Source: an optimization exercise on an open RTL-to-GDS flow (aim: small area, a short achievable clock period and few clock cycles per item). Production flows keep margins and buffers that such runs may drop.
Only simulation tests tie the RTL to the original design; equivalence was not proved.

==> design/flow/design.v <==
module part_2_TOP (input clk, rst, start, input [1:0] MOD, input [15:0] Xbus,
                   output Ready, output [17:0] RBUS);
    reg        busy;       
    reg        ph;         
    reg [1:0]  mr;         
    reg [2:0]  k;          
    reg [7:0]  Bone, Btwo, Bneg;   
    reg        Bb15;               
    reg [15:0] U;          
    reg [17:0] acc;        
    reg        sh;         
    reg [1:0]  lo2;
    wire        nz = |Xbus;
    wire        gt = Xbus[15] & (|Xbus[14:0]);
    wire        c0 = nz & (~Xbus[0] | gt);
    wire [14:0] y  = Xbus[15:1];
    reg  [14:0] h;                     
    integer i;
    always @(*) begin
        for (i = 0; i < 15; i = i + 1)
            h[i] = y[i] ^ (c0 & ~|(y & ((15'd1 << i) - 15'd1)));
    end
    wire [15:0] t0 = {h, Xbus[0] ^ (nz & ~gt)};
    wire [15:0] pm;
    mul16hi mu (.a(U), .one(Bone), .two(Btwo), .neg(Bneg), .b15(Bb15), .y(pm));
    reg [2:0] last;
    always @(*) begin
        case (mr)
            2'd0: last = 3'd6;
            2'd1: last = 3'd6;
            2'd2: last = 3'd5;
            default: last = 3'd7;
        endcase
    end
    wire [2:0] kn = k + 3'd1;
    reg [15:0] cn;
    always @(*) begin
        case ({mr == 2'd3, kn})
            {1'b0, 3'd2}: cn = 16'h5555;
            {1'b0, 3'd3}: cn = 16'h4000;
            {1'b0, 3'd4}: cn = 16'h3333;
            {1'b0, 3'd5}: cn = 16'h2AAA;
            {1'b0, 3'd6}: cn = 16'h2492;
            {1'b0, 3'd7}: cn = 16'h2000;
            {1'b1, 3'd2}: cn = 16'hAAAA;
            {1'b1, 3'd3}: cn = 16'hC000;
            {1'b1, 3'd4}: cn = 16'hCCCC;
            {1'b1, 3'd5}: cn = 16'hD555;
            {1'b1, 3'd6}: cn = 16'hD999;
            {1'b1, 3'd7}: cn = 16'hE000;
            default:      cn = 16'h0000;
        endcase
    end
    reg inc, neg;
    always @(*) begin
        case (mr)
            2'd0: begin inc = (k != 3'd7); neg = 1'b0;  end    
            2'd1: begin inc = ~k[0];       neg = k[1];  end    
            2'd2: begin inc = k[0];        neg = ~k[1]; end    
            default: begin inc = 1'b1;     neg = k[0];  end    
        endcase
    end
    reg aen, aneg;    
    wire [15:0] ua = sh ? {U[13:0], lo2} : U;
    wire [17:0] addend = {18{aen}} & ({18{aneg}} ^ {2'b00, ua});
    wire [18:0] sum1 = {acc, 1'b1} + {addend, aen & aneg};
    wire [17:0] sum = sum1[18:1];
    assign RBUS  = sum;
    wire skip = busy & ph & (k == 3'd2) & (mr != 2'd3);
    wire [15:0] dn = (busy & ph & ~skip) ? cn : Xbus;
    wire [16:0] db = {dn, 1'b0};
    reg [7:0] one_n, two_n, neg_n;
    integer j;
    always @(*) begin
        for (j = 0; j < 8; j = j + 1) begin
            one_n[j] = db[2*j] ^ db[2*j+1];
            two_n[j] = (db[2*j+2] & ~db[2*j+1] & ~db[2*j]) | (~db[2*j+2] & db[2*j+1] & db[2*j]);
            neg_n[j] = db[2*j+2];
        end
    end
    assign Ready = ~busy;
    always @(posedge clk or posedge rst) begin
        if (rst) begin
            busy <= 1'b0;
            ph   <= 1'b0;
            aen  <= 1'b0;
            aneg <= 1'b0;
            mr   <= 2'd0;
            k    <= 3'd0;
        end else begin
            aen  <= busy & ph & inc;
            aneg <= neg;
            if (!busy) begin
                if (start) begin
                    busy <= 1'b1;
                    ph   <= 1'b1;
                    mr   <= MOD;
                    k    <= 3'd1;
                end
            end else if (skip) begin
                k <= 3'd3;
            end else if (ph) begin
                ph <= 1'b0;
                if (k == last)
                    busy <= 1'b0;
            end else begin
                ph <= 1'b1;
                k  <= kn;
            end
        end
    end
    always @(posedge clk) begin
        U <= !busy ? {1'b0, t0[15:1]} : skip ? {2'b00, pm[15:2]} : pm;
        sh <= skip;
        lo2 <= pm[1:0];
        Bone <= one_n;
        Btwo <= two_n;
        Bneg <= neg_n;
        Bb15 <= dn[15];
        if (!busy & start) begin
            case (MOD)
                2'd0: acc <= {2'b01, t0};
                2'd2: acc <= 18'h10000;
                default: acc <= {2'b00, t0};
            endcase
        end else
            acc <= sum;
    end
endmodule
module mul16hi (input [15:0] a, input [7:0] one, input [7:0] two, input [7:0] neg, input b15, output [15:0] y);
    wire [15:0] b = {b15, 15'd0};
    wire one0 = one[0];
    wire two0 = two[0];
    wire neg0 = neg[0];
    wire one1 = one[1];
    wire two1 = two[1];
    wire neg1 = neg[1];
    wire one2 = one[2];
    wire two2 = two[2];
    wire neg2 = neg[2];
    wire one3 = one[3];
    wire two3 = two[3];
    wire neg3 = neg[3];
    wire one4 = one[4];
    wire two4 = two[4];
    wire neg4 = neg[4];
    wire one5 = one[5];
    wire two5 = two[5];
    wire neg5 = neg[5];
    wire one6 = one[6];
    wire two6 = two[6];
    wire neg6 = neg[6];
    wire one7 = one[7];
    wire two7 = two[7];
    wire neg7 = neg[7];
    wire p0_0 = ((one0 & a[0])) ^ neg0;
    wire p0_1 = ((one0 & a[1]) | (two0 & a[0])) ^ neg0;
    wire p0_2 = ((one0 & a[2]) | (two0 & a[1])) ^ neg0;
    wire p0_3 = ((one0 & a[3]) | (two0 & a[2])) ^ neg0;
    wire p0_4 = ((one0 & a[4]) | (two0 & a[3])) ^ neg0;
    wire p0_5 = ((one0 & a[5]) | (two0 & a[4])) ^ neg0;
    wire p0_6 = ((one0 & a[6]) | (two0 & a[5])) ^ neg0;
    wire p0_7 = ((one0 & a[7]) | (two0 & a[6])) ^ neg0;
    wire p0_8 = ((one0 & a[8]) | (two0 & a[7])) ^ neg0;
    wire p0_9 = ((one0 & a[9]) | (two0 & a[8])) ^ neg0;
    wire p0_10 = ((one0 & a[10]) | (two0 & a[9])) ^ neg0;
    wire p0_11 = ((one0 & a[11]) | (two0 & a[10])) ^ neg0;
    wire p0_12 = ((one0 & a[12]) | (two0 & a[11])) ^ neg0;
    wire p0_13 = ((one0 & a[13]) | (two0 & a[12])) ^ neg0;
    wire p0_14 = ((one0 & a[14]) | (two0 & a[13])) ^ neg0;
    wire p0_15 = ((one0 & a[15]) | (two0 & a[14])) ^ neg0;
    wire p0_16 = ((two0 & a[15])) ^ neg0;
    wire p1_0 = ((one1 & a[0])) ^ neg1;
    wire p1_1 = ((one1 & a[1]) | (two1 & a[0])) ^ neg1;
    wire p1_2 = ((one1 & a[2]) | (two1 & a[1])) ^ neg1;
    wire p1_3 = ((one1 & a[3]) | (two1 & a[2])) ^ neg1;
    wire p1_4 = ((one1 & a[4]) | (two1 & a[3])) ^ neg1;
    wire p1_5 = ((one1 & a[5]) | (two1 & a[4])) ^ neg1;
    wire p1_6 = ((one1 & a[6]) | (two1 & a[5])) ^ neg1;
    wire p1_7 = ((one1 & a[7]) | (two1 & a[6])) ^ neg1;
    wire p1_8 = ((one1 & a[8]) | (two1 & a[7])) ^ neg1;
    wire p1_9 = ((one1 & a[9]) | (two1 & a[8])) ^ neg1;
    wire p1_10 = ((one1 & a[10]) | (two1 & a[9])) ^ neg1;
    wire p1_11 = ((one1 & a[11]) | (two1 & a[10])) ^ neg1;
    wire p1_12 = ((one1 & a[12]) | (two1 & a[11])) ^ neg1;
    wire p1_13 = ((one1 & a[13]) | (two1 & a[12])) ^ neg1;
    wire p1_14 = ((one1 & a[14]) | (two1 & a[13])) ^ neg1;
    wire p1_15 = ((one1 & a[15]) | (two1 & a[14])) ^ neg1;
    wire p1_16 = ((two1 & a[15])) ^ neg1;
    wire p2_0 = ((one2 & a[0])) ^ neg2;
    wire p2_1 = ((one2 & a[1]) | (two2 & a[0])) ^ neg2;
    wire p2_2 = ((one2 & a[2]) | (two2 & a[1])) ^ neg2;
    wire p2_3 = ((one2 & a[3]) | (two2 & a[2])) ^ neg2;
    wire p2_4 = ((one2 & a[4]) | (two2 & a[3])) ^ neg2;
    wire p2_5 = ((one2 & a[5]) | (two2 & a[4])) ^ neg2;
    wire p2_6 = ((one2 & a[6]) | (two2 & a[5])) ^ neg2;
    wire p2_7 = ((one2 & a[7]) | (two2 & a[6])) ^ neg2;
    wire p2_8 = ((one2 & a[8]) | (two2 & a[7])) ^ neg2;
    wire p2_9 = ((one2 & a[9]) | (two2 & a[8])) ^ neg2;
    wire p2_10 = ((one2 & a[10]) | (two2 & a[9])) ^ neg2;
    wire p2_11 = ((one2 & a[11]) | (two2 & a[10])) ^ neg2;
    wire p2_12 = ((one2 & a[12]) | (two2 & a[11])) ^ neg2;
    wire p2_13 = ((one2 & a[13]) | (two2 & a[12])) ^ neg2;
    wire p2_14 = ((one2 & a[14]) | (two2 & a[13])) ^ neg2;
    wire p2_15 = ((one2 & a[15]) | (two2 & a[14])) ^ neg2;
    wire p2_16 = ((two2 & a[15])) ^ neg2;
    wire p3_0 = ((one3 & a[0])) ^ neg3;
    wire p3_1 = ((one3 & a[1]) | (two3 & a[0])) ^ neg3;
    wire p3_2 = ((one3 & a[2]) | (two3 & a[1])) ^ neg3;
    wire p3_3 = ((one3 & a[3]) | (two3 & a[2])) ^ neg3;
    wire p3_4 = ((one3 & a[4]) | (two3 & a[3])) ^ neg3;
    wire p3_5 = ((one3 & a[5]) | (two3 & a[4])) ^ neg3;
    wire p3_6 = ((one3 & a[6]) | (two3 & a[5])) ^ neg3;
    wire p3_7 = ((one3 & a[7]) | (two3 & a[6])) ^ neg3;
    wire p3_8 = ((one3 & a[8]) | (two3 & a[7])) ^ neg3;
    wire p3_9 = ((one3 & a[9]) | (two3 & a[8])) ^ neg3;
    wire p3_10 = ((one3 & a[10]) | (two3 & a[9])) ^ neg3;
    wire p3_11 = ((one3 & a[11]) | (two3 & a[10])) ^ neg3;
    wire p3_12 = ((one3 & a[12]) | (two3 & a[11])) ^ neg3;
    wire p3_13 = ((one3 & a[13]) | (two3 & a[12])) ^ neg3;
    wire p3_14 = ((one3 & a[14]) | (two3 & a[13])) ^ neg3;
    wire p3_15 = ((one3 & a[15]) | (two3 & a[14])) ^ neg3;
    wire p3_16 = ((two3 & a[15])) ^ neg3;
    wire p4_0 = ((one4 & a[0])) ^ neg4;
    wire p4_1 = ((one4 & a[1]) | (two4 & a[0])) ^ neg4;
    wire p4_2 = ((one4 & a[2]) | (two4 & a[1])) ^ neg4;
    wire p4_3 = ((one4 & a[3]) | (two4 & a[2])) ^ neg4;
    wire p4_4 = ((one4 & a[4]) | (two4 & a[3])) ^ neg4;
    wire p4_5 = ((one4 & a[5]) | (two4 & a[4])) ^ neg4;
    wire p4_6 = ((one4 & a[6]) | (two4 & a[5])) ^ neg4;
    wire p4_7 = ((one4 & a[7]) | (two4 & a[6])) ^ neg4;
    wire p4_8 = ((one4 & a[8]) | (two4 & a[7])) ^ neg4;
    wire p4_9 = ((one4 & a[9]) | (two4 & a[8])) ^ neg4;
    wire p4_10 = ((one4 & a[10]) | (two4 & a[9])) ^ neg4;
    wire p4_11 = ((one4 & a[11]) | (two4 & a[10])) ^ neg4;
    wire p4_12 = ((one4 & a[12]) | (two4 & a[11])) ^ neg4;
    wire p4_13 = ((one4 & a[13]) | (two4 & a[12])) ^ neg4;
    wire p4_14 = ((one4 & a[14]) | (two4 & a[13])) ^ neg4;
    wire p4_15 = ((one4 & a[15]) | (two4 & a[14])) ^ neg4;
    wire p4_16 = ((two4 & a[15])) ^ neg4;
    wire p5_0 = ((one5 & a[0])) ^ neg5;
    wire p5_1 = ((one5 & a[1]) | (two5 & a[0])) ^ neg5;
    wire p5_2 = ((one5 & a[2]) | (two5 & a[1])) ^ neg5;
    wire p5_3 = ((one5 & a[3]) | (two5 & a[2])) ^ neg5;
    wire p5_4 = ((one5 & a[4]) | (two5 & a[3])) ^ neg5;
    wire p5_5 = ((one5 & a[5]) | (two5 & a[4])) ^ neg5;
    wire p5_6 = ((one5 & a[6]) | (two5 & a[5])) ^ neg5;
    wire p5_7 = ((one5 & a[7]) | (two5 & a[6])) ^ neg5;
    wire p5_8 = ((one5 & a[8]) | (two5 & a[7])) ^ neg5;
    wire p5_9 = ((one5 & a[9]) | (two5 & a[8])) ^ neg5;
    wire p5_10 = ((one5 & a[10]) | (two5 & a[9])) ^ neg5;
    wire p5_11 = ((one5 & a[11]) | (two5 & a[10])) ^ neg5;
    wire p5_12 = ((one5 & a[12]) | (two5 & a[11])) ^ neg5;
    wire p5_13 = ((one5 & a[13]) | (two5 & a[12])) ^ neg5;
    wire p5_14 = ((one5 & a[14]) | (two5 & a[13])) ^ neg5;
    wire p5_15 = ((one5 & a[15]) | (two5 & a[14])) ^ neg5;
    wire p5_16 = ((two5 & a[15])) ^ neg5;
    wire p6_0 = ((one6 & a[0])) ^ neg6;
    wire p6_1 = ((one6 & a[1]) | (two6 & a[0])) ^ neg6;
    wire p6_2 = ((one6 & a[2]) | (two6 & a[1])) ^ neg6;
    wire p6_3 = ((one6 & a[3]) | (two6 & a[2])) ^ neg6;
    wire p6_4 = ((one6 & a[4]) | (two6 & a[3])) ^ neg6;
    wire p6_5 = ((one6 & a[5]) | (two6 & a[4])) ^ neg6;
    wire p6_6 = ((one6 & a[6]) | (two6 & a[5])) ^ neg6;
    wire p6_7 = ((one6 & a[7]) | (two6 & a[6])) ^ neg6;
    wire p6_8 = ((one6 & a[8]) | (two6 & a[7])) ^ neg6;
    wire p6_9 = ((one6 & a[9]) | (two6 & a[8])) ^ neg6;
    wire p6_10 = ((one6 & a[10]) | (two6 & a[9])) ^ neg6;
    wire p6_11 = ((one6 & a[11]) | (two6 & a[10])) ^ neg6;
    wire p6_12 = ((one6 & a[12]) | (two6 & a[11])) ^ neg6;
    wire p6_13 = ((one6 & a[13]) | (two6 & a[12])) ^ neg6;
    wire p6_14 = ((one6 & a[14]) | (two6 & a[13])) ^ neg6;
    wire p6_15 = ((one6 & a[15]) | (two6 & a[14])) ^ neg6;
    wire p6_16 = ((two6 & a[15])) ^ neg6;
    wire p7_0 = ((one7 & a[0])) ^ neg7;
    wire p7_1 = ((one7 & a[1]) | (two7 & a[0])) ^ neg7;
    wire p7_2 = ((one7 & a[2]) | (two7 & a[1])) ^ neg7;
    wire p7_3 = ((one7 & a[3]) | (two7 & a[2])) ^ neg7;
    wire p7_4 = ((one7 & a[4]) | (two7 & a[3])) ^ neg7;
    wire p7_5 = ((one7 & a[5]) | (two7 & a[4])) ^ neg7;
    wire p7_6 = ((one7 & a[6]) | (two7 & a[5])) ^ neg7;
    wire p7_7 = ((one7 & a[7]) | (two7 & a[6])) ^ neg7;
    wire p7_8 = ((one7 & a[8]) | (two7 & a[7])) ^ neg7;
    wire p7_9 = ((one7 & a[9]) | (two7 & a[8])) ^ neg7;
    wire p7_10 = ((one7 & a[10]) | (two7 & a[9])) ^ neg7;
    wire p7_11 = ((one7 & a[11]) | (two7 & a[10])) ^ neg7;
    wire p7_12 = ((one7 & a[12]) | (two7 & a[11])) ^ neg7;
    wire p7_13 = ((one7 & a[13]) | (two7 & a[12])) ^ neg7;
    wire p7_14 = ((one7 & a[14]) | (two7 & a[13])) ^ neg7;
    wire p7_15 = ((one7 & a[15]) | (two7 & a[14])) ^ neg7;
    wire p7_16 = ((two7 & a[15])) ^ neg7;
    wire n1 = ~neg0 ^ p1_15;
    wire n2 = ~neg0 & p1_15;
    wire n3 = p1_16 ^ p2_14;
    wire n4 = p1_16 & p2_14;
    wire n5 = p0_10 ^ p1_8;
    wire n6 = p0_10 & p1_8;
    wire n7 = p0_11 ^ p1_9;
    wire n8 = p0_11 & p1_9;
    wire n9 = p0_12 ^ p1_10 ^ p2_8;
    wire n10 = (p0_12 & p1_10) | (p0_12 & p2_8) | (p1_10 & p2_8);
    wire n11 = p3_6 ^ p4_4;
    wire n12 = p3_6 & p4_4;
    wire n13 = p0_13 ^ p1_11 ^ p2_9;
    wire n14 = (p0_13 & p1_11) | (p0_13 & p2_9) | (p1_11 & p2_9);
    wire n15 = p3_7 ^ p4_5;
    wire n16 = p3_7 & p4_5;
    wire n17 = p0_14 ^ p1_12 ^ p2_10;
    wire n18 = (p0_14 & p1_12) | (p0_14 & p2_10) | (p1_12 & p2_10);
    wire n19 = p3_8 ^ p4_6 ^ p5_4;
    wire n20 = (p3_8 & p4_6) | (p3_8 & p5_4) | (p4_6 & p5_4);
    wire n21 = p6_2 ^ p7_0;
    wire n22 = p6_2 & p7_0;
    wire n23 = p0_15 ^ p1_13 ^ p2_11;
    wire n24 = (p0_15 & p1_13) | (p0_15 & p2_11) | (p1_13 & p2_11);
    wire n25 = p3_9 ^ p4_7 ^ p5_5;
    wire n26 = (p3_9 & p4_7) | (p3_9 & p5_5) | (p4_7 & p5_5);
    wire n27 = p6_3 ^ p7_1;
    wire n28 = p6_3 & p7_1;
    wire n29 = p0_16 ^ p1_14 ^ p2_12;
    wire n30 = (p0_16 & p1_14) | (p0_16 & p2_12) | (p1_14 & p2_12);
    wire n31 = p3_10 ^ p4_8 ^ p5_6;
    wire n32 = (p3_10 & p4_8) | (p3_10 & p5_6) | (p4_8 & p5_6);
    wire n33 = p6_4 ^ p7_2 ^ (a[0] & b[15]);
    wire n34 = (p6_4 & p7_2) | (p6_4 & (a[0] & b[15])) | (p7_2 & (a[0] & b[15]));
    wire n35 = p2_13 ^ p3_11 ^ p4_9;
    wire n36 = (p2_13 & p3_11) | (p2_13 & p4_9) | (p3_11 & p4_9);
    wire n37 = p5_7 ^ p6_5 ^ p7_3;
    wire n38 = (p5_7 & p6_5) | (p5_7 & p7_3) | (p6_5 & p7_3);
    wire n39 = (a[1] & b[15]) ^ 1'b1 ^ n1;
    wire n40 = ((a[1] & b[15]) & 1'b1) | ((a[1] & b[15]) & n1) | (1'b1 & n1);
    wire n41 = p3_12 ^ p4_10 ^ p5_8;
    wire n42 = (p3_12 & p4_10) | (p3_12 & p5_8) | (p4_10 & p5_8);
    wire n43 = p6_6 ^ p7_4 ^ (a[2] & b[15]);
    wire n44 = (p6_6 & p7_4) | (p6_6 & (a[2] & b[15])) | (p7_4 & (a[2] & b[15]));
    wire n45 = 1'b1 ^ n3 ^ n2;
    wire n46 = (1'b1 & n3) | (1'b1 & n2) | (n3 & n2);
    wire n47 = ~neg1 ^ p2_15 ^ p3_13;
    wire n48 = (~neg1 & p2_15) | (~neg1 & p3_13) | (p2_15 & p3_13);
    wire n49 = p4_11 ^ p5_9 ^ p6_7;
    wire n50 = (p4_11 & p5_9) | (p4_11 & p6_7) | (p5_9 & p6_7);
    wire n51 = p7_5 ^ (a[3] & b[15]) ^ n4;
    wire n52 = (p7_5 & (a[3] & b[15])) | (p7_5 & n4) | ((a[3] & b[15]) & n4);
    wire n53 = p2_16 ^ p3_14 ^ p4_12;
    wire n54 = (p2_16 & p3_14) | (p2_16 & p4_12) | (p3_14 & p4_12);
    wire n55 = p5_10 ^ p6_8 ^ p7_6;
    wire n56 = (p5_10 & p6_8) | (p5_10 & p7_6) | (p6_8 & p7_6);
    wire n57 = (a[4] & b[15]) ^ 1'b1;
    wire n58 = (a[4] & b[15]) & 1'b1;
    wire n59 = ~neg2 ^ p3_15 ^ p4_13;
    wire n60 = (~neg2 & p3_15) | (~neg2 & p4_13) | (p3_15 & p4_13);
    wire n61 = p5_11 ^ p6_9 ^ p7_7;
    wire n62 = (p5_11 & p6_9) | (p5_11 & p7_7) | (p6_9 & p7_7);
    wire n63 = p3_16 ^ p4_14 ^ p5_12;
    wire n64 = (p3_16 & p4_14) | (p3_16 & p5_12) | (p4_14 & p5_12);
    wire n65 = p6_10 ^ p7_8;
    wire n66 = p6_10 & p7_8;
    wire n67 = ~neg3 ^ p4_15 ^ p5_13;
    wire n68 = (~neg3 & p4_15) | (~neg3 & p5_13) | (p4_15 & p5_13);
    wire n69 = p4_16 ^ p5_14;
    wire n70 = p4_16 & p5_14;
    wire n71 = p0_6 ^ p1_4;
    wire n72 = p0_6 & p1_4;
    wire n73 = p0_7 ^ p1_5;
    wire n74 = p0_7 & p1_5;
    wire n75 = p0_8 ^ p1_6 ^ p2_4;
    wire n76 = (p0_8 & p1_6) | (p0_8 & p2_4) | (p1_6 & p2_4);
    wire n77 = p3_2 ^ p4_0;
    wire n78 = p3_2 & p4_0;
    wire n79 = p0_9 ^ p1_7 ^ p2_5;
    wire n80 = (p0_9 & p1_7) | (p0_9 & p2_5) | (p1_7 & p2_5);
    wire n81 = p3_3 ^ p4_1;
    wire n82 = p3_3 & p4_1;
    wire n83 = p2_6 ^ p3_4 ^ p4_2;
    wire n84 = (p2_6 & p3_4) | (p2_6 & p4_2) | (p3_4 & p4_2);
    wire n85 = p5_0 ^ neg5 ^ n5;
    wire n86 = (p5_0 & neg5) | (p5_0 & n5) | (neg5 & n5);
    wire n87 = p2_7 ^ p3_5 ^ p4_3;
    wire n88 = (p2_7 & p3_5) | (p2_7 & p4_3) | (p3_5 & p4_3);
    wire n89 = p5_1 ^ n7 ^ n6;
    wire n90 = (p5_1 & n7) | (p5_1 & n6) | (n7 & n6);
    wire n91 = p5_2 ^ p6_0 ^ neg6;
    wire n92 = (p5_2 & p6_0) | (p5_2 & neg6) | (p6_0 & neg6);
    wire n93 = n9 ^ n11 ^ n8;
    wire n94 = (n9 & n11) | (n9 & n8) | (n11 & n8);
    wire n95 = p5_3 ^ p6_1 ^ n13;
    wire n96 = (p5_3 & p6_1) | (p5_3 & n13) | (p6_1 & n13);
    wire n97 = n15 ^ n10 ^ n12;
    wire n98 = (n15 & n10) | (n15 & n12) | (n10 & n12);
    wire n99 = neg7 ^ n17 ^ n19;
    wire n100 = (neg7 & n17) | (neg7 & n19) | (n17 & n19);
    wire n101 = n21 ^ n14 ^ n16;
    wire n102 = (n21 & n14) | (n21 & n16) | (n14 & n16);
    wire n103 = n23 ^ n25 ^ n27;
    wire n104 = (n23 & n25) | (n23 & n27) | (n25 & n27);
    wire n105 = n18 ^ n20 ^ n22;
    wire n106 = (n18 & n20) | (n18 & n22) | (n20 & n22);
    wire n107 = n29 ^ n31 ^ n33;
    wire n108 = (n29 & n31) | (n29 & n33) | (n31 & n33);
    wire n109 = n24 ^ n26 ^ n28;
    wire n110 = (n24 & n26) | (n24 & n28) | (n26 & n28);
    wire n111 = n35 ^ n37 ^ n39;
    wire n112 = (n35 & n37) | (n35 & n39) | (n37 & n39);
    wire n113 = n30 ^ n32 ^ n34;
    wire n114 = (n30 & n32) | (n30 & n34) | (n32 & n34);
    wire n115 = n41 ^ n43 ^ n45;
    wire n116 = (n41 & n43) | (n41 & n45) | (n43 & n45);
    wire n117 = n36 ^ n38 ^ n40;
    wire n118 = (n36 & n38) | (n36 & n40) | (n38 & n40);
    wire n119 = n47 ^ n49 ^ n51;
    wire n120 = (n47 & n49) | (n47 & n51) | (n49 & n51);
    wire n121 = n42 ^ n44 ^ n46;
    wire n122 = (n42 & n44) | (n42 & n46) | (n44 & n46);
    wire n123 = n53 ^ n55 ^ n57;
    wire n124 = (n53 & n55) | (n53 & n57) | (n55 & n57);
    wire n125 = n48 ^ n50 ^ n52;
    wire n126 = (n48 & n50) | (n48 & n52) | (n50 & n52);
    wire n127 = (a[5] & b[15]) ^ n59 ^ n61;
    wire n128 = ((a[5] & b[15]) & n59) | ((a[5] & b[15]) & n61) | (n59 & n61);
    wire n129 = n54 ^ n56 ^ n58;
    wire n130 = (n54 & n56) | (n54 & n58) | (n56 & n58);
    wire n131 = (a[6] & b[15]) ^ 1'b1 ^ n63;
    wire n132 = ((a[6] & b[15]) & 1'b1) | ((a[6] & b[15]) & n63) | (1'b1 & n63);
    wire n133 = n65 ^ n60 ^ n62;
    wire n134 = (n65 & n60) | (n65 & n62) | (n60 & n62);
    wire n135 = p6_11 ^ p7_9 ^ (a[7] & b[15]);
    wire n136 = (p6_11 & p7_9) | (p6_11 & (a[7] & b[15])) | (p7_9 & (a[7] & b[15]));
    wire n137 = n67 ^ n64 ^ n66;
    wire n138 = (n67 & n64) | (n67 & n66) | (n64 & n66);
    wire n139 = p6_12 ^ p7_10 ^ (a[8] & b[15]);
    wire n140 = (p6_12 & p7_10) | (p6_12 & (a[8] & b[15])) | (p7_10 & (a[8] & b[15]));
    wire n141 = 1'b1 ^ n69 ^ n68;
    wire n142 = (1'b1 & n69) | (1'b1 & n68) | (n69 & n68);
    wire n143 = ~neg4 ^ p5_15 ^ p6_13;
    wire n144 = (~neg4 & p5_15) | (~neg4 & p6_13) | (p5_15 & p6_13);
    wire n145 = p7_11 ^ (a[9] & b[15]) ^ n70;
    wire n146 = (p7_11 & (a[9] & b[15])) | (p7_11 & n70) | ((a[9] & b[15]) & n70);
    wire n147 = p5_16 ^ p6_14 ^ p7_12;
    wire n148 = (p5_16 & p6_14) | (p5_16 & p7_12) | (p6_14 & p7_12);
    wire n149 = (a[10] & b[15]) ^ 1'b1;
    wire n150 = (a[10] & b[15]) & 1'b1;
    wire n151 = ~neg5 ^ p6_15 ^ p7_13;
    wire n152 = (~neg5 & p6_15) | (~neg5 & p7_13) | (p6_15 & p7_13);
    wire n153 = p6_16 ^ p7_14;
    wire n154 = p6_16 & p7_14;
    wire n155 = p0_4 ^ p1_2;
    wire n156 = p0_4 & p1_2;
    wire n157 = p0_5 ^ p1_3;
    wire n158 = p0_5 & p1_3;
    wire n159 = p2_2 ^ p3_0 ^ neg3;
    wire n160 = (p2_2 & p3_0) | (p2_2 & neg3) | (p3_0 & neg3);
    wire n161 = p2_3 ^ p3_1 ^ n73;
    wire n162 = (p2_3 & p3_1) | (p2_3 & n73) | (p3_1 & n73);
    wire n163 = neg4 ^ n75 ^ n77;
    wire n164 = (neg4 & n75) | (neg4 & n77) | (n75 & n77);
    wire n165 = n79 ^ n81 ^ n76;
    wire n166 = (n79 & n81) | (n79 & n76) | (n81 & n76);
    wire n167 = n83 ^ n85 ^ n80;
    wire n168 = (n83 & n85) | (n83 & n80) | (n85 & n80);
    wire n169 = n87 ^ n89 ^ n84;
    wire n170 = (n87 & n89) | (n87 & n84) | (n89 & n84);
    wire n171 = n91 ^ n93 ^ n88;
    wire n172 = (n91 & n93) | (n91 & n88) | (n93 & n88);
    wire n173 = n95 ^ n97 ^ n92;
    wire n174 = (n95 & n97) | (n95 & n92) | (n97 & n92);
    wire n175 = n99 ^ n101 ^ n96;
    wire n176 = (n99 & n101) | (n99 & n96) | (n101 & n96);
    wire n177 = n103 ^ n105 ^ n100;
    wire n178 = (n103 & n105) | (n103 & n100) | (n105 & n100);
    wire n179 = n107 ^ n109 ^ n104;
    wire n180 = (n107 & n109) | (n107 & n104) | (n109 & n104);
    wire n181 = n111 ^ n113 ^ n108;
    wire n182 = (n111 & n113) | (n111 & n108) | (n113 & n108);
    wire n183 = n115 ^ n117 ^ n112;
    wire n184 = (n115 & n117) | (n115 & n112) | (n117 & n112);
    wire n185 = n119 ^ n121 ^ n116;
    wire n186 = (n119 & n121) | (n119 & n116) | (n121 & n116);
    wire n187 = n123 ^ n125 ^ n120;
    wire n188 = (n123 & n125) | (n123 & n120) | (n125 & n120);
    wire n189 = n127 ^ n129 ^ n124;
    wire n190 = (n127 & n129) | (n127 & n124) | (n129 & n124);
    wire n191 = n131 ^ n133 ^ n128;
    wire n192 = (n131 & n133) | (n131 & n128) | (n133 & n128);
    wire n193 = n135 ^ n137 ^ n132;
    wire n194 = (n135 & n137) | (n135 & n132) | (n137 & n132);
    wire n195 = n139 ^ n141 ^ n136;
    wire n196 = (n139 & n141) | (n139 & n136) | (n141 & n136);
    wire n197 = n143 ^ n145 ^ n140;
    wire n198 = (n143 & n145) | (n143 & n140) | (n145 & n140);
    wire n199 = n147 ^ n149 ^ n144;
    wire n200 = (n147 & n149) | (n147 & n144) | (n149 & n144);
    wire n201 = (a[11] & b[15]) ^ n151 ^ n148;
    wire n202 = ((a[11] & b[15]) & n151) | ((a[11] & b[15]) & n148) | (n151 & n148);
    wire n203 = (a[12] & b[15]) ^ 1'b1 ^ n153;
    wire n204 = ((a[12] & b[15]) & 1'b1) | ((a[12] & b[15]) & n153) | (1'b1 & n153);
    wire n205 = ~neg6 ^ p7_15 ^ (a[13] & b[15]);
    wire n206 = (~neg6 & p7_15) | (~neg6 & (a[13] & b[15])) | (p7_15 & (a[13] & b[15]));
    wire n207 = p7_16 ^ (a[14] & b[15]);
    wire n208 = p7_16 & (a[14] & b[15]);
    wire n209 = p0_2 ^ p1_0;
    wire n210 = p0_2 & p1_0;
    wire n211 = p0_3 ^ p1_1;
    wire n212 = p0_3 & p1_1;
    wire n213 = p2_0 ^ neg2 ^ n155;
    wire n214 = (p2_0 & neg2) | (p2_0 & n155) | (neg2 & n155);
    wire n215 = p2_1 ^ n157 ^ n156;
    wire n216 = (p2_1 & n157) | (p2_1 & n156) | (n157 & n156);
    wire n217 = n71 ^ n159 ^ n158;
    wire n218 = (n71 & n159) | (n71 & n158) | (n159 & n158);
    wire n219 = n72 ^ n161 ^ n160;
    wire n220 = (n72 & n161) | (n72 & n160) | (n161 & n160);
    wire n221 = n74 ^ n163 ^ n162;
    wire n222 = (n74 & n163) | (n74 & n162) | (n163 & n162);
    wire n223 = n78 ^ n165 ^ n164;
    wire n224 = (n78 & n165) | (n78 & n164) | (n165 & n164);
    wire n225 = n82 ^ n167 ^ n166;
    wire n226 = (n82 & n167) | (n82 & n166) | (n167 & n166);
    wire n227 = n86 ^ n169 ^ n168;
    wire n228 = (n86 & n169) | (n86 & n168) | (n169 & n168);
    wire n229 = n90 ^ n171 ^ n170;
    wire n230 = (n90 & n171) | (n90 & n170) | (n171 & n170);
    wire n231 = n94 ^ n173 ^ n172;
    wire n232 = (n94 & n173) | (n94 & n172) | (n173 & n172);
    wire n233 = n98 ^ n175 ^ n174;
    wire n234 = (n98 & n175) | (n98 & n174) | (n175 & n174);
    wire n235 = n102 ^ n177 ^ n176;
    wire n236 = (n102 & n177) | (n102 & n176) | (n177 & n176);
    wire n237 = n106 ^ n179 ^ n178;
    wire n238 = (n106 & n179) | (n106 & n178) | (n179 & n178);
    wire n239 = n110 ^ n181 ^ n180;
    wire n240 = (n110 & n181) | (n110 & n180) | (n181 & n180);
    wire n241 = n114 ^ n183 ^ n182;
    wire n242 = (n114 & n183) | (n114 & n182) | (n183 & n182);
    wire n243 = n118 ^ n185 ^ n184;
    wire n244 = (n118 & n185) | (n118 & n184) | (n185 & n184);
    wire n245 = n122 ^ n187 ^ n186;
    wire n246 = (n122 & n187) | (n122 & n186) | (n187 & n186);
    wire n247 = n126 ^ n189 ^ n188;
    wire n248 = (n126 & n189) | (n126 & n188) | (n189 & n188);
    wire n249 = n130 ^ n191 ^ n190;
    wire n250 = (n130 & n191) | (n130 & n190) | (n191 & n190);
    wire n251 = n134 ^ n193 ^ n192;
    wire n252 = (n134 & n193) | (n134 & n192) | (n193 & n192);
    wire n253 = n138 ^ n195 ^ n194;
    wire n254 = (n138 & n195) | (n138 & n194) | (n195 & n194);
    wire n255 = n142 ^ n197 ^ n196;
    wire n256 = (n142 & n197) | (n142 & n196) | (n197 & n196);
    wire n257 = n146 ^ n199 ^ n198;
    wire n258 = (n146 & n199) | (n146 & n198) | (n199 & n198);
    wire n259 = n150 ^ n201 ^ n200;
    wire n260 = (n150 & n201) | (n150 & n200) | (n201 & n200);
    wire n261 = n152 ^ n203 ^ n202;
    wire n262 = (n152 & n203) | (n152 & n202) | (n203 & n202);
    wire n263 = n154 ^ n205 ^ n204;
    wire n264 = (n154 & n205) | (n154 & n204) | (n205 & n204);
    wire n265 = 1'b1 ^ n207 ^ n206;
    wire n266 = (1'b1 & n207) | (1'b1 & n206) | (n207 & n206);
    wire n267 = ~neg7 ^ (a[15] & b[15]) ^ n208;
    wire n268 = (~neg7 & (a[15] & b[15])) | (~neg7 & n208) | ((a[15] & b[15]) & n208);
    wire [31:0] s = {n267, n265, n263, n261, n259, n257, n255, n253, n251, n249, n247, n245, n243, n241, n239, n237, n235, n233, n231, n229, n227, n225, n223, n221, n219, n217, n215, n213, n211, neg1, p0_1, p0_0} + {n266, n264, n262, n260, n258, n256, n254, n252, n250, n248, n246, n244, n242, n240, n238, n236, n234, n232, n230, n228, n226, n224, n222, n220, n218, n216, n214, n212, n210, n209, 1'b0, neg0};
    assign y = s[31:16];
endmodule
==> design/flow/run.sh <==
#!/bin/bash
# synth_recipe.tcl (not shown) runs the flow's synth.tcl, then flattens the netlist and writes it again
# the make line also repeats each setting of config.mk as NAME=value (left out here)
make -C /OpenROAD-flow-scripts/flow DESIGN_CONFIG=/design/flow/config.mk WORK_HOME=/design/flow/orfs CLKGATE_MAP_FILE= SYNTH_SCRIPT=/design/flow/synth_recipe.tcl finish
==> design/flow/config.mk <==
export PLATFORM = sky130hd
export DESIGN_NAME = part_2_TOP
export DESIGN_NICKNAME = part_2_TOP
export VERILOG_FILES = /design/flow/design.v
export SDC_FILE = /design/flow/constraint.sdc
export NUM_CORES = 4
export LEC_CHECK = 0
export CAP_MARGIN = 20
export CORE_MARGIN = 2
export CORE_UTILIZATION = 40
export PLACE_DENSITY = 0.6
export SETUP_SLACK_MARGIN = 4
export SLEW_MARGIN = 20
==> design/flow/constraint.sdc <==
create_clock -name core_clock -period 10.0 [get_ports {clk}]
set_input_delay 2.0000 -clock core_clock [delete_from_list [all_inputs] [get_ports {clk}]]
set_output_delay 2.0000 -clock core_clock [all_outputs]
set_load 0.01 [all_outputs]
==> results of run 1 <==
-- layout by cell type (no fill, tap or decap), types with 18 or more instances in the layout --
cell             instances
dfxtp_1                 35
mux2i_1                 20
a22oi_1                121
nor2_1                  37
dfxtp_2                 24
ha_1                    80
a21oi_1                 42
xor2_1                  18
clkdlybuf4s50_1         39
o21ai_0                 45
and2_1                  28
fa_1                   102
xnor2_1                177
nand2_1                 89
inv_1                  115
-- area by class of cell --
class                      instances  area, µm²
fill                            2689      15000
clock inverter                     5       56.3
inverter                         121        454
sequential                        70       1490
timing repair buffer              56        518
clock buffer                      11        253
tap                              341        427
multi-input combinational        966       8590
-- sequential cells by signal (all words and copies together), names as in the netlist, 2 cells and up --
signal and cells:
k 3, mr 2, U 16, Bone 8
Btwo 8, Bneg 8, lo2 2, acc 18
-- worst max-delay path: cells and delay by family (launching register included) --
family / cells / cell delay [ns]
and+or+nand+nor: 2 / 0.31
buffers and inverters: 1 / 0.55
AOI/OAI and AO/OA: 5 / 1.15
muxes: 1 / 0.18
DFF: 1 / 0.64
adders and majority gates: 1 / 0.33
xor gates and xnor gates: 2 / 0.30
-- kinds of logic (layout without fill, tap and decap cells) --
family | after synthesis | in the layout | synth area share
buffers and inverters | 220 | 193 | 0.0772
adder cells (fa/ha/maj) | 182 | 182 | 0.280
flip-flops | 70 | 70 | 0.133
XOR/XNOR | 196 | 196 | 0.159
multiplexers | 24 | 24 | 0.0226
AND/OR/NAND/NOR | 234 | 234 | 0.111
AO/OA/AOI/OAI | 330 | 330 | 0.217
-- stage by stage --
step                      setup WS (ns)  instance area (µm²)
after CTS                          3.99                11700
after global placement             3.96                11400
after detailed placement           3.87                11400
final                              4.17                11800
after global routing               3.96                11800
after floorplan                    4.54                10900
-- metal layers --
layer  track usage  up-vias  wire [µm]
met4        0.0450        0        500
met5             0        -          0
li1              -     4251          -
met1         0.313     4520      14300
met2         0.365      298      14600
met3        0.0292       45       1680
-- what timing repair did --
action / in CTS / in global routing
setup buffers: 0 / 5
pin swaps: 0 / 1
resized for setup: 10 / 25
setup endpoints to repair: 10 / 16
-- path summary, 6_finish.rpt --
path / to / cells after the start
max reg2reg: U[9] / 15
min: busy / 1
max: RBUS[16] / 12
min reg2reg: busy / 1
max in group asynchronous: aneg / 2
min in group asynchronous: k[2] / 2
==> results by group, run 1 <==
GRT
  • Initial antenna violation count: 0
  • Largest net degree at the start of global routing: 27
  • Total grt overflow: 0
  • Vias in the first global route: 8902
  • Tot GR Track Use: 0.222
  • First-pass GRT wire length: 49700 µm

Synthesis
  • Sequential element share of the synthesized area: 0.133
  • Syn Nets: 1459
  • Cells after Synth: approximately 1.3k
  • Cell taking the most area after synthesis: fa_1
  • Number of synthesized register bits: 70
  • EDFF count, synth: 0
  • Count leader, synth: xnor2_1
  • Netlist cell types: 75
  • Top post-synthesis cells by area: fa_1 19%, xnor2_1 14%, dfxtp_1 11%, ha_1 9.2%, a22oi_1 8.4%
  • Ys async rst share: 0.129
  • Share of the synthesized area in the top cell type: 0.188
  • Synth Flop Type: dfxtp_1
  • Ys Warns: 1
  • Synth Area per Inst: 8.65 µm²
  • Commonest cells in the netlist: 177 x xnor2_1, 121 x a22oi_1, 115 x inv_1, 102 x fa_1, 89 x nand2_1
  • Post-Syn Area: 0.0109 mm²

Placed design
  • Dpl hpwl: 23700 µm
  • # placed instances: around 1.5k
  • Routability congestion estimate: between 0.8 and 0.9
  • Port Buf Inserts: 39

Worst setup path
  • Most frequent CP cell: and2_1
  • CP Launch Point: U[3]
  • Worst setup EP type: output pin
  • Worst R2R Start: Bone[2]
  • Critical Path AT: 3.83 ns
  • Flop-to-flop setup slack: between 4 and 5 ns
  • CP Class: flip-flop to output pin
  • Critical path's largest stage delay: around 0.64 ns
  • Critical Path Slowest Stage Cell: dfxtp_2
  • Cell Chain, Critical Path: mux2i_1, xnor2_1, and2_1, ha_1, and2_1, o21ai_0, o21ai_2, a41oi_2, o31ai_4, a221o_1, xnor2_2, clkdlybuf4s50_1
  • Critical path peak fanout: 19
  • CP required: approximately 8.0 ns
  • CP Launch Type: flip-flop

Timing
  • RSZ-0062 raised after global routing: true
  • Least-Margin Pin Slew: 0.794 ns
  • Max Slew Vio Count: 0
  • Final hold vios: 0
  • Fin Setup TNS: 0 ns
  • Slew margin rel.: 0.470
  • Period utilisation layout: 0.583
  • FMAX: roughly 170 MHz
  • Tmin final: 5.83 ns
  • Final setup vio count: 0
  • Hold Worst Slack: approximately 0.55 ns
  • Skew final: 0.00630 ns

Detailed routing
  • Avg WL per Cell: about 20 µm
  • DRT Wirelength: 31100 µm
  • Vias: 9114
  • Drt pass-1 iters: 5
  • Residual DRC count: 0
  • Vias/cell: 5.81
  • DRT antenna net count: 0
  • Detailed Route Iter0 Violations: 717

Clock network
  • Clock Latency Late Sink: 0.34 ns
  • Cts hold-fix bufs: 0
  • CTS tree: yes
  • CTS root buf: clkbuf_16
  • Total CTS buffers: 9
  • Clk buf depth: 2
  • H-tree depth: 3
  • Worst-path clk slew: 0.06 ns
  • TritonCTS Sinks: 70

Floorplan
  • Die Ht: around 170 µm
  • Die area: 0.0285 mm²
  • Initial Util: 0.405
  • Site Rows: 60
  • Core area: 0.0268 mm²
  • Width of the die: 169 µm
  • I/O Pins: 40

Run status
  • Status: no timing/DRC/antenna violations

Finish
  • Post-layout util: 0.440
  • Area Growth Syn to Fin: 8.51%
  • Layout Cells excl Fill: 1570
  • Antenna fix cells: 0
  • Share of cells above drive strength 1: 0.0797
  • Nets: 1427

Run
  • Number of max-cap violations: 0

Min path
  • HP Start: k[2]
  • Min-Delay Path Class: flip-flop to flip-flop
Testbench counts, summed over its fixed seeds: cycles 14,484, items 1,280.
==> inputs of run 2 (changes only) <==
--- a/design/flow/config.mk
+++ b/design/flow/config.mk
@@ -7,7 +7,7 @@
 export LEC_CHECK = 0
 export CAP_MARGIN = 20
 export CORE_MARGIN = 2
-export CORE_UTILIZATION = 40
-export PLACE_DENSITY = 0.6
+export CORE_UTILIZATION = 65
+export PLACE_DENSITY = 0.8
 export SETUP_SLACK_MARGIN = 4
 export SLEW_MARGIN = 20
==> run 2 against run 1 <==
Global-route usage is 13 points higher. Non-clock buffer count is 3 lower. Still clean on timing, DRC and antenna. Final cell count shrank 7.9%. Worst hold slack better by 0.034 ns. Critical endpoint is now RBUS[7]. Register-to-register slack worse by 0.04 ns. Clock skew rose by 0.0031 ns. Synthesized cell count is the same. Setup slack gained 0.023 ns.
==> results by group, run 2 <==
Finish
  • Share of cells above drive strength 1: 0.0775
  • Largest Register: acc
  • Layout Cells excl Fill: 1446
  • Most frequent cells in the layout: 177 x xnor2_1, 121 x a22oi_1, 115 x inv_1, 102 x fa_1, 89 x nand2_1
  • Leading registers by flop count: acc x18, U x16
  • Area of the multi-input gates: 0.00858 mm²
  • Area Growth Syn to Fin: 6.92%
  • # fillers: 1280
  • Max FFs per register: 18
  • Register area: 0.00149 mm²
  • Nets: 1424
  • Most common cell after layout, fill and taps aside: xnor2_1
  • Antenna fix cells: 0

GRT
  • First-pass GRT wire length: 48600 µm
  • Initial antenna violation count: 0
  • Tot GR Track Use: 0.347
  • Largest net degree at the start of global routing: 27
  • Total grt overflow: 0
  • Vias in the first global route: roughly 9.3k

Synthesis
  • Top post-synthesis cells by area: fa_1 19%, xnor2_1 14%, dfxtp_1 11%, ha_1 9.2%, a22oi_1 8.4%
  • Number of synthesized register bits: 70
  • Synth Flop Type: dfxtp_1
  • Count leader, synth: xnor2_1
  • Share of the synthesized area in the top cell type: 0.188
  • Cell taking the most area after synthesis: fa_1
  • Ys Warns: 1
  • Area share of fa/ha/maj cells after synthesis: 0.280
  • Multiplexer share of the synthesized area: 0.0226
  • Post-Syn Area: 0.0109 mm²
  • Synth Area in Compound Gates: 0.217
  • Sequential element share of the synthesized area: 0.133
  • Largest family of logic cells by synthesized area: adder cells
  • Commonest cells in the netlist: 177 x xnor2_1, 121 x a22oi_1, 115 x inv_1, 102 x fa_1, 89 x nand2_1
  • Post-synthesis simple-gate area fraction: 0.111
  • Synth Area in XOR/XNOR: 0.159
  • Ys async rst share: 0.129
  • Netlist cell types: 75
  • Synth Area per Inst: 8.65 µm²
  • EDFF count, synth: 0
  • Cells after Synth: 1256
  • Syn Nets: about 1.5k

Worst setup path
  • CP Class: flip-flop to output pin
  • R2R Path End: U[11]
  • Critical path peak fanout: 19
  • Critical Path AT: 3.81 ns
  • Worst setup EP type: output pin
  • R2R depth: 17
  • Worst R2R Start: Bone[1]
  • CP required: 8.00 ns
  • CP Launch Type: flip-flop
  • Flop-to-flop setup slack: 4.21 ns

Placed design
  • # placed instances: 1425
  • Port Buf Inserts: 39
  • Pre-CTS WS: 4.04 ns
  • Routability congestion estimate: 0.951
  • Dpl hpwl: 22100 µm

Detailed routing
  • Drt pass-1 iters: 8
  • Residual DRC count: 0
  • Vias: 9544
  • Avg WL per Cell: 21.4 µm
  • DRT Wirelength: 30900 µm
  • Vias/cell: 6.60
  • Detailed Route Iter0 Violations: 943
  • DRT antenna net count: 0

Run
  • Number of max-cap violations: 0

Clock network
  • CTS root buf: clkbuf_16
  • Total CTS buffers: 9
  • Worst-path clk slew: 0.06 ns
  • Clk buf depth: 2
  • CTS tree: yes
  • Clock Latency Late Sink: 0.34 ns
  • H-tree depth: 3
  • TritonCTS Sinks: 70

Floorplan
  • I/O Pins: 40
  • Core area: 0.0165 mm²
  • Die area: 0.0178 mm²
  • Width of the die: between 100 and 150 µm
  • Initial Util: 0.660
  • Site Rows: 47
  • Die Ht: around 130 µm

Min path
  • HP Start: k[2]
  • Worst hold endpoint: busy
  • Min-Delay Path Class: flip-flop to flip-flop
  • Hold depth: 1

Timing
  • Period utilisation layout: 0.581
  • Skew final: 0.00942 ns
  • RSZ-0062 raised after global routing: true
  • Hold Worst Slack: slightly below 0.6 ns
  • Tmin final: 5.81 ns
  • Final hold vios: 0
  • Max Slew Vio Count: 0
  • Fin Setup TNS: 0 ns
  • Final setup vio count: 0
  • Slew margin rel.: 0.443
  • Least-Margin Pin Slew: between 0.8 and 0.9 ns
  • Setup ws final: 4.19 ns
  • FMAX: ~170 MHz

Run status
  • Status: no timing/DRC/antenna violations
-- run 2: cell counts after synthesis --
No cell type changed its count.
-- run 2: final cells by class --
cell class,count,area share
multi-input cells,966,0.739
flip-flops and latches,70,0.128
repair buffers,53,0.0427
inverters,121,0.0391
well taps,220,0.0237
clock buffers,11,0.0219
clock inverters,5,0.00550
-- run 2: per-layer routing --
layer | vias to the layer above | routed length [µm] | GRT usage | part of all wire
met4 | 0 | 935 | 0.126 | 0.030
li1 | 4244 | - | - | -
met5 | - | 0 | 0 | 0
met2 | 564 | 14400 | 0.556 | 0.46
met3 | 80 | 3080 | 0.0609 | 0.10
met1 | 4656 | 12500 | 0.475 | 0.41
-- run 2: worst max-delay path by stage --
stage / start / endpoint / slack [ns] / depth (start not counted)
finish: U[1] / RBUS[7] / 4.19 / 13
global route: U[1] / RBUS[7] / 3.95 / 13
CTS: U[8] / RBUS[13] / 4.02 / 10
detailed placement: sh / RBUS[13] / 4.04 / 12
global placement: sh / RBUS[13] / 4.13 / 12
floorplan: Bneg[1] / U[11] / 4.54 / 17
-- run 2: cells by family after synthesis --
family,Yosys count
adder cells (fa/ha/maj),182
XOR/XNOR,196
AO/OA/AOI/OAI,330
multiplexers,24
flip-flops,70
AND/OR/NAND/NOR,234
buffers and inverters,220
-- run 2: critical path: stages (launching register included) --
cell             delay [ns]
dfxtp_2                0.58
mux2i_1                0.16
xnor2_1                0.14
and2_1                 0.16
ha_1                   0.32
nor2b_1                0.14
o21a_1                 0.17
o21ai_0                0.27
a21boi_0               0.19
o21a_1                 0.22
o21ai_0                0.24
nor2b_1                0.21
xnor2_1                0.13
clkdlybuf4s50_1        0.54
-- run 2: stage by stage --
| step | utilization | cell area, µm² |
|---|---|---|
| 6_report | 0.705 | 11600 |
| 5_1_grt | 0.705 | 11600 |
| 4_1_cts | 0.701 | 11500 |
| 3_5_place_dp | 0.681 | 11200 |
| 3_3_place_gp | 0.681 | 11200 |
| 2_1_floorplan | - | 10900 |
-- run 2: repair_timing --
action                                  in CTS  in global routing
setup buffers                                0                  5
cloned                                       0                  0
resized for setup                            9                 24
pin swaps                                    0                  1
hold buffers                                 0                  0
endpoints found under the setup margin      10                 17

static timing again, ports no longer ideal:
Ports are ideal in the flow. The routed layouts listed here were re-timed in OpenROAD.
Step 1, drivers: a clkbuf_16 drives clk and a buf_2 each remaining input, both assumed.
Step 2 moves the port delays by t, midway between the first and last clock arrival at a register: inputs arrive t later, outputs are due t later. That takes back most of the time a late clock gives input paths.
a / b / c = ideal / step 1 / step 2; a / b = the first two.
| run | t, ns | setup slack, ns | worst setup path at the end | pins driven straight from the clock port |
|---|---|---|---|---|
| run 1 | 0.378 | 4.171 / 4.129 / 4.250 | register to register | 1 |
| run 2 | 0.374 | 4.194 / 4.159 / 4.208 | register to register | 1 |
After both steps every run listed still meets setup and hold.
